What follows belongs to an exercise in optimizing a design on an open flow for small area and a short achievable clock period; a production flow would make more cautious choices.
Where RTL was checked, it was by simulation tests only, not by an equivalence proof against the original.
Function not checked in run 1: the RTL went through the layout flow alone.
Power is estimated from default activity; no workload was simulated.

==> flow/design.v <==
module fifo #(
  parameter DATA_WIDTH = 32,
  parameter DEPTH      = 16
) (
  input  logic                  clk,
  input  logic                  rst_n,
  input  logic                  wr_en,
  input  logic [DATA_WIDTH-1:0] wr_data,
  input  logic                  rd_en,
  output logic [DATA_WIDTH-1:0] rd_data,
  output logic                  full,
  output logic                  empty
);
  localparam RD = DEPTH - 1;             
  logic [DATA_WIDTH-1:0] head;
  logic [DATA_WIDTH-1:0] mem [RD];
  logic [RD-1:0]         wsel, src;
  logic [DEPTH-1:0]      lvl;
  logic nempty, ram_ne, is_full;
  logic [DATA_WIDTH-1:0] head_d;
  logic [DEPTH-1:0]      lvl_n;
  logic [RD-1:0]         wsel_n, src_n;
  assign nempty  = lvl[0];
  assign ram_ne  = lvl[1];
  assign is_full = lvl[DEPTH-1];
  always_ff @(posedge clk) begin
    for (int i = 0; i < RD; i++)
      if (wr_en && wsel[i]) mem[i] <= wr_data;
  end
  always_comb begin
    head_d = wr_data & {DATA_WIDTH{!ram_ne}};
    for (int i = 0; i < RD; i++)
      head_d = head_d | (mem[i] & {DATA_WIDTH{src[i]}});
  end
  always_ff @(posedge clk) begin
    if (rd_en || !nempty)
      head <= head_d;
  end
  logic [DEPTH-1:0] lvl_up, lvl_dn;
  logic [RD-1:0]    wsel_adv, src_rot;
  assign lvl_up   = {lvl[DEPTH-2:0], 1'b1};
  assign lvl_dn   = {1'b0, lvl[DEPTH-1:1]};
  assign wsel_adv = {wsel[RD-2:0], wsel[RD-1]};
  assign src_rot  = {src[RD-2:0], src[RD-1]};
  always_comb begin
    case ({wr_en, rd_en})
      2'b10: begin    
        lvl_n  = is_full ? lvl : lvl_up;
        wsel_n = (!is_full && nempty) ? (lvl[DEPTH-2] ? '0 : wsel_adv) : wsel;
        src_n  = ram_ne ? src : (nempty ? wsel : '0);
      end
      2'b01: begin    
        lvl_n  = nempty ? lvl_dn : lvl;
        wsel_n = is_full ? src : wsel;
        src_n  = (ram_ne && lvl[2]) ? src_rot : '0;
      end
      2'b11: begin    
        lvl_n  = !nempty ? lvl_up : (is_full ? lvl_dn : lvl);
        wsel_n = is_full ? src : (ram_ne ? wsel_adv : wsel);
        src_n  = ram_ne ? src_rot : '0;
      end
      default: begin  
        lvl_n  = lvl;
        wsel_n = wsel;
        src_n  = src;
      end
    endcase
  end
  always_ff @(posedge clk or negedge rst_n) begin
    if (!rst_n) begin
      wsel <= {{(RD-1){1'b0}}, 1'b1};
      src  <= '0;
      lvl  <= '0;
    end else begin
      wsel <= wsel_n;
      src  <= src_n;
      lvl  <= lvl_n;
    end
  end
  assign rd_data = head;
  assign full    = is_full;
  assign empty   = !nempty;
endmodule
==> flow/run.sh <==
#!/bin/bash
# synth_recipe.tcl (not shown) runs the flow's synth.tcl, then flattens the netlist and writes it again
# the make line also repeats each setting of config.mk as NAME=value (left out here)
make -C /OpenROAD-flow-scripts/flow DESIGN_CONFIG=/design/flow/config.mk WORK_HOME=/design/flow/orfs CLKGATE_MAP_FILE= SYNTH_SCRIPT=/design/flow/synth_recipe.tcl finish
==> flow/config.mk <==
export PLATFORM = sky130hd
export DESIGN_NAME = fifo
export DESIGN_NICKNAME = fifo
export VERILOG_FILES = /design/flow/design.v
export SDC_FILE = /design/flow/constraint.sdc
export NUM_CORES = 4
export LEC_CHECK = 0
export CAP_MARGIN = 20
export CORE_MARGIN = 2
export CORE_UTILIZATION = 65
export CTS_CLUSTER_DIAMETER = 70
export CTS_CLUSTER_SIZE = 25
export PLACE_DENSITY = 0.75
export SETUP_SLACK_MARGIN = 2.4
export SLEW_MARGIN = 20
==> flow/constraint.sdc <==
create_clock -name core_clock -period 4.2 [get_ports {clk}]
set_input_delay 0.8400 -clock core_clock [delete_from_list [all_inputs] [get_ports {clk}]]
set_output_delay 0.8400 -clock core_clock [all_outputs]
set_load 0.01 [all_outputs]
==> impl_metrics.env, run 1 <==
export IMPL_status="no timing/DRC/antenna violations"
export IMPL_syn_nets=1175
export IMPL_fillerInstances=1867
export IMPL_synth_area_leaders="edfxtp_1, a22o_1, dfrtp_1"
export IMPL_crit_arrival_ps=1240
export IMPL_core_region_area_um2=31600
export IMPL_total_power_mw=13.4
export IMPL_clkSinkCount=558
export IMPL_cts_tree="built"
export IMPL_ys_warn_count=2
export IMPL_vias=12300
export IMPL_fin_crit_ps=2080
export IMPL_clk_path_buf_depth=3
export IMPL_grt_max_degree=47
export IMPL_setup_tns_ps=0
export IMPL_drc=0
export IMPL_ys_top_cells_by_count="edfxtp_1, a22o_1, a221oi_1"
export IMPL_synth_most_common_cell="edfxtp_1"
export IMPL_synth_seq_cells=558
export IMPL_drive_gt1_frac=0.161
export IMPL_seqCellArea_um2=16600
export IMPL_synthArstFlopShare=0.0824
export IMPL_grt_usage=0.313
export IMPL_gp_congestion=0.779
export IMPL_clock_latency_ps=600
export IMPL_slowest_stage="edfxtp_1"
export IMPL_worstSetupPathType="reg -> out"
export IMPL_multi_input_area_um2=3870
export IMPL_fin_util=0.732
export IMPL_final_setup_skew_ps=23.5
export IMPL_slew_violations=0
export IMPL_grt_overflow=0
export IMPL_postSynthAreaPerCell_um2=18.3
export IMPL_leakagePower_nw=7.80
export IMPL_finalHoldViolCount=0
export IMPL_ios=70
export IMPL_synthDistinctLibCells=39
export IMPL_cp_end_kind="output port"
export IMPL_fin_crit_sh=0.495
export IMPL_required_ps=3360
export IMPL_cellPowerDensity_nw_per_um2=579
export IMPL_areaGrowthSynthToFinish_pct=11.2
export IMPL_synth_top_cell_by_area="edfxtp_1"
export IMPL_hpwl_um=24000
export IMPL_crit_path_cell_trace="buf_2"
export IMPL_post_place_ws_ps=861
export IMPL_ff2ff_setup_slack_ps=2370
export IMPL_die_y_um=183
export IMPL_die_area_um2=33400
export IMPL_hold_class="in -> async"
export IMPL_crit_fanout=1
export IMPL_syn_area_um2=20800
export IMPL_ant_nets=0
export IMPL_cap_violations=0
export IMPL_routed_wl_um=54900
export IMPL_dr_pass1_iters=7
export IMPL_synth_edf_count=512
export IMPL_num_rows=65
export IMPL_antenna_found_initial=4
export IMPL_die_w_um=183
export IMPL_cp_start_kind="flip-flop"
export IMPL_first_iter_violations=1978
export IMPL_tightest_slew_ps=748
export IMPL_via_per_inst=7.54
export IMPL_wire_per_inst_um=33.8
export IMPL_setup_viol=0
export IMPL_ir_drop_uv=482
export IMPL_nets=1242
export IMPL_htreeDepth=1
export IMPL_grt_pass1_vias=11500
export IMPL_synth_top_area_share=0.740
export IMPL_cts_root_buf="clkbuf_16"
export IMPL_clk_pin_slew_ps=100
export IMPL_crit_family="flip-flops"
export IMPL_start_util=0.659
export IMPL_setup_ws_ps=2120
export IMPL_ys_flop_type="edfxtp_1"
export IMPL_postSynthCellCount=1139
export IMPL_cts_inserted_buffers=28
export IMPL_worst_path_buf_inv=1
export IMPL_grt_pass1_wl_um=75600
export IMPL_fmax_mhz=481
export IMPL_rsz0062_at_grt="true"
export IMPL_max_stage_delay_ps=460
export IMPL_slew_headroom=0.501
export IMPL_ys_seq_area_frac=0.795
export IMPL_portBuffers=69
power by group:
| part | total, mW | internal (mW) | leakage [nW] | switching, mW |
|---|---|---|---|---|
| Sequential | 7.70 | 7.16 | 5.38 | 0.542 |
| Clock | 3.03 | 1.32 | 0.414 | 1.71 |
| Combinational | 2.65 | 0.913 | 2.00 | 1.74 |
| Total | 13.4 | 9.39 | 7.80 | 3.99 |
cells in the final DEF (no fill, tap or decap), types with 6 or more instances in the layout:
master	instances
dfrtp_4	12
and2_4	15
edfxtp_1	512
a22o_1	130
nand2_1	45
buf_4	29
a221oi_1	124
nand3_1	17
a222oi_1	13
nand4_1	32
a22oi_1	14
buf_6	6
a41oi_2	15
inv_1	14
clkbuf_16	28
dlymetal6s2s_1	21
clkbuf_1	6
a32o_1	12
dfrtp_1	29
nor2_1	16
clkdlybuf4s50_1	8
buf_12	18
buf_2	33
o21ai_1	12
per-stage QoR:
stage	hold slack, ps	area, um^2	cells
after CTS	468	22700	1597
after global placement	525	21700	1539
after global routing	293	23100	1623
after detailed placement	526	21700	1539
after floorplan	493	20900	1139
final	260	23100	1624
registers in the layout, indices dropped and copies added (netlist names):
signal,cells
lvl,16
wsel,15
src,15
mem,480
head,32
path summary, 6_finish.rpt:
check / from / endpoint / cells past startpoint
setup / recovery: head[15] / rd_data[15] / 1
hold / removal: rst_n / lvl[4] / 1
setup reg to reg: src[6] / head[7] / 4
hold reg to reg: lvl[3] / lvl[3] / 2
max in group asynchronous: rst_n / src[14] / 1
min in group core_clock: lvl[3] / lvl[3] / 2
repair_timing:
item                       in CTS  in global routing
setup endpoints to repair     623                196
gates resized for setup       177                 39
pin swaps                       3                  2
gates cloned                    1                  4
hold buffers                    0                  0
buffers inserted               13                 21
logic make-up after synthesis:
logic type             count (synthesis)  share of synthesized area
flip-flops                           558                      0.795
buffers and inverters                105                     0.0243
AND/OR/NAND/NOR                      138                     0.0351
AO/OA/AOI/OAI                        338                      0.146
area by class of cell:
cell class,instances,area share
Antenna cell,2,0.000217
Clock buffer,34,0.0313
Timing Repair inverter,1,0.000379
Clock inverter,10,0.00541
Sequential cell,558,0.717
Inverter,18,0.00439
Multi-Input combinational cell,480,0.168
Tap cell,402,0.0218
Timing Repair Buffer,119,0.0517
routing by layer:
| layer | global-route usage | vias up | wire length [um] | part of all wire |
|---|---|---|---|---|
| met2 | 0.492 | 953 | 25800 | 0.47 |
| met5 | 0 | - | 24 | 0.00044 |
| li1 | - | 4939 | - | - |
| met4 | 0.0950 | 4 | 1940 | 0.035 |
| met3 | 0.0572 | 153 | 7060 | 0.13 |
| met1 | 0.460 | 6204 | 20100 | 0.37 |
==> run 2, diff against run 1 <==
==> flow/design.v (replaced) <==
module fifo #(
  parameter DATA_WIDTH = 32,
  parameter DEPTH      = 16
) (
  input  logic                  clk,
  input  logic                  rst_n,
  input  logic                  wr_en,
  input  logic [DATA_WIDTH-1:0] wr_data,
  input  logic                  rd_en,
  output logic [DATA_WIDTH-1:0] rd_data,
  output logic                  full,
  output logic                  empty
);
  localparam RD  = DEPTH - 1;           
  localparam RAW = $clog2(RD);
  localparam CW  = $clog2(DEPTH) + 1;
  logic [DATA_WIDTH-1:0] head;
  logic [DATA_WIDTH-1:0] mem [RD];
  logic [RAW-1:0]        wptr;
  logic [RD-1:0]         rsel;           
  logic [CW-1:0]         cnt;
  logic                  full_r, empty_r, ram_empty;
  logic push, pop, winc, rinc;
  logic [DATA_WIDTH-1:0] ram_q;
  assign push = wr_en && !full_r;
  assign pop  = rd_en && !empty_r;
  assign winc = push && !(empty_r || (ram_empty && pop));
  assign rinc = pop && !ram_empty;
  always_ff @(posedge clk) begin
    for (int i = 0; i < RD; i++)
      if (push && wptr == i) mem[i] <= wr_data;
  end
  always_comb begin
    ram_q = '0;
    for (int i = 0; i < RD; i++)
      ram_q = ram_q | (mem[i] & {DATA_WIDTH{rsel[i]}});
  end
  always_ff @(posedge clk) begin
    if (rd_en || empty_r)
      head <= ram_empty ? wr_data : ram_q;
  end
  always_ff @(posedge clk or negedge rst_n) begin
    if (!rst_n) begin
      wptr    <= '0;
      rsel    <= {{(RD-1){1'b0}}, 1'b1};
      cnt     <= '0;
      full_r  <= 1'b0;
      empty_r <= 1'b1;
      ram_empty <= 1'b1;
    end else begin
      if (winc)
        wptr <= (wptr == RD-1) ? '0 : wptr + 1'b1;
      if (rinc)
        rsel <= {rsel[RD-2:0], rsel[RD-1]};
      if (push && !pop) begin
        cnt       <= cnt + 1'b1;
        full_r    <= cnt == DEPTH-1;
        empty_r   <= 1'b0;
        ram_empty <= cnt == 0;
      end else if (pop && !push) begin
        cnt       <= cnt - 1'b1;
        full_r    <= 1'b0;
        empty_r   <= cnt == 1;
        ram_empty <= cnt <= 2;
      end
    end
  end
  assign rd_data = head;
  assign full    = full_r;
  assign empty   = empty_r;
endmodule
==> flow/config.mk (replaced) <==
export PLATFORM = sky130hd
export DESIGN_NAME = fifo
export DESIGN_NICKNAME = fifo
export VERILOG_FILES = /design/flow/design.v
export SDC_FILE = /design/flow/constraint.sdc
export NUM_CORES = 4
export LEC_CHECK = 0
export CAP_MARGIN = 20
export CORE_MARGIN = 2
export CORE_UTILIZATION = 40
export PLACE_DENSITY = 0.6
export SLEW_MARGIN = 20
==> run 2 against run 1 <==
Sequential share of layout area decreased by 2.6 points. Sequential power decreased by 11%. Count of clock-buffer cells in the layout grew 34. Power increased by 0.44%. Register-to-register slack lost 650 ps. Area after synthesis decreased by 4.8%. Die area increased by 53%. Via count decreased by 13%. Combinational power down 37%. Clock power up 62%.
==> impl_metrics.env, run 2 <==
export IMPL_finalHoldViolCount=0
export IMPL_antenna_found_initial=1
export IMPL_ios=70
export IMPL_reg_largest_list="mem (480), head (32), rsel (15)"
export IMPL_grt_pass1_vias=10700
export IMPL_ff2ff_setup_slack_ps=1720
export IMPL_postSynthCellCount=1060
export IMPL_final_setup_skew_ps=18.2
export IMPL_post_cts_buffers=0
export IMPL_grt_pass1_wl_um=72500
export IMPL_vias=10700
export IMPL_cts_root_buf="clkbuf_16"
export IMPL_synth_top_area_share=0.777
export IMPL_fmax_mhz=365
export IMPL_ys_warn_count=2
export IMPL_ys_flop_type="edfxtp_1"
export IMPL_die_area_um2=51300
export IMPL_syn_nets=1103
export IMPL_synthArstFlopShare=0.0501
export IMPL_areaGrowthSynthToFinish_pct=17.5
export IMPL_regMostFlops="mem"
export IMPL_grt_usage=0.196
export IMPL_grt_max_degree=35
export IMPL_cts_inserted_buffers=55
export IMPL_synthDistinctLibCells=41
export IMPL_slew_violations=0
export IMPL_grt_overflow=0
export IMPL_ant_nets=0
export IMPL_layout_commonest_cell="edfxtp_1"
export IMPL_hold_buffers=0
export IMPL_synth_area_leaders="edfxtp_1, a22oi_1, dfrtp_1"
export IMPL_cellPowerDensity_nw_per_um2=579
export IMPL_routed_wl_um=49700
export IMPL_cp_start_kind="input pin"
export IMPL_hold_class="in -> async"
export IMPL_ys_seq_area_frac=0.812
export IMPL_setup_ws_ps=1460
export IMPL_ir_drop_uv=310
export IMPL_clock_latency_ps=600
export IMPL_largest_reg_flops=480
export IMPL_dr_pass1_iters=5
export IMPL_cap_violations=0
export IMPL_worstSetupPathType="in -> reg"
export IMPL_first_iter_violations=1046
export IMPL_hpwl_um=29400
export IMPL_drive_gt1_frac=0.136
export IMPL_syn_area_um2=19800
export IMPL_required_ps=4470
export IMPL_die_y_um=226
export IMPL_cts_resized=0
export IMPL_start_util=0.405
export IMPL_nets=1199
export IMPL_synth_seq_cells=539
export IMPL_crit_fanout=17
export IMPL_setup_viol=0
export IMPL_ys_top_cells_by_count="edfxtp_1, a22oi_1, a221oi_1, a22o_1, buf_2"
export IMPL_synth_most_common_cell="edfxtp_1"
export IMPL_wire_per_inst_um=26.7
export IMPL_clk_path_buf_depth=3
export IMPL_drc=0
export IMPL_synth_edf_count=512
export IMPL_cts_tree="built"
export IMPL_gp_congestion=0.798
export IMPL_num_rows=81
export IMPL_leakagePower_nw=7.32
export IMPL_htreeDepth=2
export IMPL_clkSinkCount=539
export IMPL_fin_crit_sh=0.652
export IMPL_antennaDiodeCount=0
export IMPL_post_place_ws_ps=835
export IMPL_core_region_area_um2=48800
export IMPL_via_per_inst=5.74
export IMPL_postSynthAreaPerCell_um2=18.7
export IMPL_synth_top_cell_by_area="edfxtp_1"
export IMPL_clk_pin_slew_ps=70
export IMPL_rsz0062_at_grt="false"
export IMPL_most_common_layout_cells="edfxtp_1, a22oi_1, clkdlybuf4s50_1"
export IMPL_crit_arrival_ps=3010
export IMPL_tightest_slew_ps=956
export IMPL_status="no timing/DRC/antenna violations"
export IMPL_fillerInstances=4115
export IMPL_setup_tns_ps=0
export IMPL_fin_crit_ps=2740
export IMPL_die_w_um=226
export IMPL_cp_end_kind="flip-flop"
export IMPL_slew_headroom=0.362
export IMPL_portBuffers=69
==> run 2: cell count changes after synthesis, moves of 16 or more <==
cell / change
a22oi_1: +82
a22o_1: -66
a221oi_1: -64
nand2_1: -38
a32oi_1: +32
and4_1: +32
nand4_1: -31
a21oi_1: +30
inv_1: +24
clkbuf_1: -22
dfrtp_1: -21
mux2_2: +16
==> run 2: logic make-up (layout without fill, tap and decap cells) <==
logic type      Yosys count  in the layout  share of synthesized area
simple gates             75             75                     0.0254
mux                      17             17                    0.00961
fa+ha+maj                 7              7                    0.00443
buf+inv                 112            251                     0.0256
xor+xnor                  4              4                    0.00177
flops                   539            539                      0.812
compound gates          306            306                      0.122
==> run 2: final timing paths <==
check | startpoint | endpoint | depth (start not counted)
max | wr_en | mem[7][4] | 5
min | rst_n | cnt[1] | 1
max reg2reg | full_r | mem[7][4] | 4
min reg2reg | full_r | full_r | 2
max in group asynchronous | rst_n | wptr[3] | 2
min in group core_clock | full_r | full_r | 2
==> run 2: area by class of cell <==
cell class                      count  area (um^2)  share of cell area
Multi-Input combinational cell    409         3330               0.143
Timing Repair Buffer              113         1080              0.0464
Tap cell                          664          831              0.0358
Clock buffer                       68         1430              0.0613
Sequential cell                   539        16100               0.691
Clock inverter                     32          377              0.0162
Inverter                           38          143             0.00614
==> run 2: metrics by stage <==
step                hold WS (ps)  utilization  instances  cell area [um^2]  total power [mW]
floorplan                    469            -       1060             19800              7.68
global placement             490        0.439       1763             21400              8.62
detailed placement           495        0.439       1763             21400              8.66
CTS                          510        0.476       1863             23200              13.6
global route                 239        0.476       1863             23200              13.9
finish                       216        0.476       1863             23200              13.4
==> run 2: routing by layer <==
metal,share of wire,global-route usage
met3,0.062,0.0393
met4,0.021,0.0524
met1,0.44,0.274
met5,0.00026,0
met2,0.48,0.316
==> run 2: report_power, final <==
part	switching [mW]	total (mW)	internal [mW]	leakage [nW]
Clock	2.02	4.91	2.90	0.876
Sequential	0.278	6.85	6.57	5.01
Combinational	1.07	1.68	0.612	1.43
==> run 2: critical path: stages <==
cell             delay (ps)
clkdlybuf4s50_1         480
nand2b_1                200
or3_1                   520
nor2_4                  530
buf_4                   410

re-timing with driven ports:
The results above use ideal ports. As a check the final layouts listed here were re-extracted and re-timed, cells and wires unchanged. Step 1 assumes that a clkbuf_16 drives the clock port and a buf_2 every other input. Step 2 also shifts input and output timing later by t, the mid clock arrival at the registers, as if the neighbouring blocks saw the same clock. Three values: ideal, step 1, step 2; two values: the first two.
run	t, ns	setup slack, ns	worst setup path at the end	slew at the worst register clock pin (ns)	cell pins on the clock port's net
run 1	0.638	2.120 / 2.068 / 1.776	input to register	0.10 / 0.10	1
run 2	0.645	1.462 / 1.490 / 0.844	input to register	0.07 / 0.07	1
After both steps every run listed still meets setup and hold. For run 2, which loses most, drivers alone change the setup slack by +0.028 ns; drivers and shift together by -0.618 ns.
